Source: an optimization exercise on an open RTL-to-GDS flow (aim: small area, a short achievable clock period and few clock cycles). Production flows keep margins and buffers that such runs may drop.
In this exercise RTL edits were held to simulation tests only and were not proved equivalent to the original.

## mult1
module mult1(clk, rst, start, ack, multiplicand, multiplier, product, done);
	input clk;
	input rst;
	input start;
	input ack;
	input [31:0] multiplicand;
	input [31:0] multiplier;
	output [63:0] product;
	output done;
reg        idle_q;   
reg        iter_q;   
reg        fin_q;    
reg        done_q;   
reg        first_q;  
reg [1:0]  cnt;
reg [31:0] a_q;      
reg [31:0] b_q;      
reg [34:0] s_q;      
reg [33:0] c_q;      
reg [7:0]  sl_q;     
reg [7:0]  cl_q;     
reg        cy_q;     
reg        ng_q;     
assign done    = done_q;
assign product = {a_q, b_q};
wire last = (cnt == 2'd3);
wire [9:0] nb = idle_q ? {multiplier[9:2], 2'b00} : {b_q[17:16] & {2{cnt != 2'd2}}, b_q[15:9], 1'b0};
wire [3:0] one_d, two_d, neg_d;
mult1_enc e1 (.b(nb[3:1]), .one(one_d[0]), .two(two_d[0]), .neg(neg_d[0]));
mult1_enc e2 (.b(nb[5:3]), .one(one_d[1]), .two(two_d[1]), .neg(neg_d[1]));
mult1_enc e3 (.b(nb[7:5]), .one(one_d[2]), .two(two_d[2]), .neg(neg_d[2]));
mult1_enc e4 (.b(nb[9:7]), .one(one_d[3]), .two(two_d[3]), .neg(neg_d[3]));
reg [3:0] one_q, two_q, neg_q;
always @(posedge clk) begin
	one_q <= one_d;
	two_q <= two_d;
	neg_q <= neg_d;
end
wire neg1 = neg_q[0], neg2 = neg_q[1], neg3 = neg_q[2], neg4 = neg_q[3];
wire [33:0] r1, r2, r3, r4;
mult1_row w1 (.a(a_q), .one(one_q[0]), .two(two_q[0]), .neg(neg_q[0]), .r(r1));
mult1_row w2 (.a(a_q), .one(one_q[1]), .two(two_q[1]), .neg(neg_q[1]), .r(r2));
mult1_row w3 (.a(a_q), .one(one_q[2]), .two(two_q[2]), .neg(neg_q[2]), .r(r3));
mult1_row w4 (.a(a_q), .one(one_q[3]), .two(two_q[3]), .neg(neg_q[3]), .r(r4));
  ...
Settings: LEC_CHECK=0, CAP_MARGIN=20, CORE_MARGIN=2, CORE_UTILIZATION=65, CTS_BUF_LIST=sky130_fd_sc_hd__clkbuf_4 sky130_fd_sc_hd__clkbuf_8, SETUP_SLACK_MARGIN=2.4, SLEW_MARGIN=20, SYNTH_HIERARCHICAL=1, SYNTH_MINIMUM_KEEP_SIZE=0; clock period 5.0 ns.
standard.sh (not shown) runs the stock make flow with config.mk's settings and CLKGATE_MAP_FILE= SYNTH_SCRIPT=/design/flow/synth_recipe.tcl, a recipe that flattens the netlist after the stock synthesis.
==> flow/flow/run.sh <==
#!/bin/bash
# The standard layout (standard.sh: the ORFS synthesis and flow), with one change:
# the port buffers that ORFS's buffer_ports inserts are the small sky130_fd_sc_hd__buf_1
# instead of the delay-cell buffer it picks by default. Every port still gets a buffer.
set -euo pipefail
export BUFFER_PORTS_ARGS="-buffer_cell sky130_fd_sc_hd__buf_1"
bash standard.sh finish > standard.log 2>&1
The starting point finished clean.
Testbench counts at the start, summed over its fixed seeds: cycles 3,299.
Change:
==> flow/flow/run.sh (replaced) <==
#!/bin/bash
# The standard layout (standard.sh: the ORFS synthesis and flow), with two changes:
# the port buffers that ORFS's buffer_ports inserts are the small sky130_fd_sc_hd__buf_1
# instead of the delay-cell buffer it picks by default (every port still gets a buffer),
# and clock tree synthesis adds no dummy load cells at the leaves.
set -euo pipefail
export BUFFER_PORTS_ARGS="-buffer_cell sky130_fd_sc_hd__buf_1"
export CTS_ARGS="-sink_clustering_enable -repair_clock_nets -dont_use_dummy_load -buf_list {sky130_fd_sc_hd__clkbuf_4 sky130_fd_sc_hd__clkbuf_8}"
bash standard.sh finish > standard.log 2>&1
SETUP_SLACK_MARGIN = 2.2   (was 2.4)
Global-route usage went down by 2.6 points.
Die area stays the same.
Final area is lower by roughly a tenth.
Via count is lower by roughly a tenth.
Cell count fell by a little under a tenth.
Critical path depth shrinks by 8.
Setup slack stays flat.
Synthesized cell count is unchanged.
Core utilization goes down by 9.0 points.
Change:
==> flow/flow/run.sh (replaced) <==
#!/bin/bash
# The standard layout (standard.sh: the ORFS synthesis and flow), with one change:
# the port buffers that ORFS's buffer_ports inserts are the small sky130_fd_sc_hd__buf_1
# instead of the delay-cell buffer it picks by default. Every port still gets a buffer.
set -euo pipefail
export BUFFER_PORTS_ARGS="-buffer_cell sky130_fd_sc_hd__buf_1"
bash standard.sh finish > standard.log 2>&1
CTS_BUF_LIST = default   (was sky130_fd_sc_hd__clkbuf_4 sky130_fd_sc_hd__clkbuf_8)
SETUP_SLACK_MARGIN = 2.0   (was 2.2)
- via count falls slightly
- core utilization rises by 0.92 points
- cell count rises slightly
- worst hold slack gains 0.012 ns
- area after synthesis is unchanged
- clock skew falls by 0.023 ns
- cell area rises slightly
- setup slack loses 0.16 ns
- count of clock-buffer cells in the layout is unchanged
Change:
CORE_UTILIZATION = 75   (was 65)
Outcome: Cell area is lower by about 0.45%. Fmax is lower by 1.9%.
Change:
==> flow/flow/run.sh (replaced) <==
#!/bin/bash
# The standard layout (standard.sh: the ORFS synthesis and flow), with two changes:
# the port buffers that ORFS's buffer_ports inserts are the small sky130_fd_sc_hd__buf_1
# instead of the delay-cell buffer it picks by default (every port still gets a buffer),
# and clock tree synthesis adds no dummy load cells at the leaves.
set -euo pipefail
export BUFFER_PORTS_ARGS="-buffer_cell sky130_fd_sc_hd__buf_1"
export CTS_ARGS="-sink_clustering_enable -repair_clock_nets -dont_use_dummy_load -buf_list {sky130_fd_sc_hd__clkbuf_4 sky130_fd_sc_hd__clkbuf_8}"
bash standard.sh finish > standard.log 2>&1
CORE_UTILIZATION = 65   (was 75)
PLACE_DENSITY = 0.75   (was default)
SETUP_SLACK_MARGIN = 2.2   (was 2.0)
What happened: Count of clock-buffer cells in the layout shrinks by 4. Die area rises by 15%.
Change:
PLACE_DENSITY = 0.5   (was 0.75)
The new run completed with no timing, DRC or antenna violations.
Clock-buffer cell count stays the same.
Synthesized cell count is unchanged.
Cell area fell by 3.3%.
Register-to-register slack gains 0.09 ns.
Global-route usage fell by 1.1 points.

==> separate check: timing with driven ports <==
The results above use ideal ports. As a check the final layouts listed here were re-extracted and re-timed, cells and wires unchanged.
Step 1, drivers: a clkbuf_16 drives clk and a buf_2 each remaining input, both assumed.
Step 2 adds t to the input delays and takes it off the output delays; t is the mean of the earliest and latest rising clock arrival at the registers after step 1. Input paths then give back, and output paths get back, about the clock's delay inside the block.
Three values: ideal ports, drivers, drivers and shift; two values: the first two.
run	shift t [ns]	setup WS [ns]	hold WS [ns]	worst data-port slew with drivers (ns)
the first run	0.509	2.266 / 2.266 / 1.981	0.420 / 0.399 / 0.462	0.04
the second run	0.489	2.267 / 2.267 / 1.953	0.445 / 0.422 / 0.459	0.04
the third run	0.470	2.108 / 2.108 / 1.998	0.457 / 0.447 / 0.457	0.04
the fourth run	0.481	2.053 / 2.053 / 1.833	0.471 / 0.456 / 0.471	0.04
the fifth run	0.499	2.172 / 2.172 / 1.897	0.400 / 0.375 / 0.466	0.04
the sixth run	0.489	2.267 / 2.267 / 1.953	0.445 / 0.422 / 0.459	0.04
After both steps setup and hold are still met in every run listed.
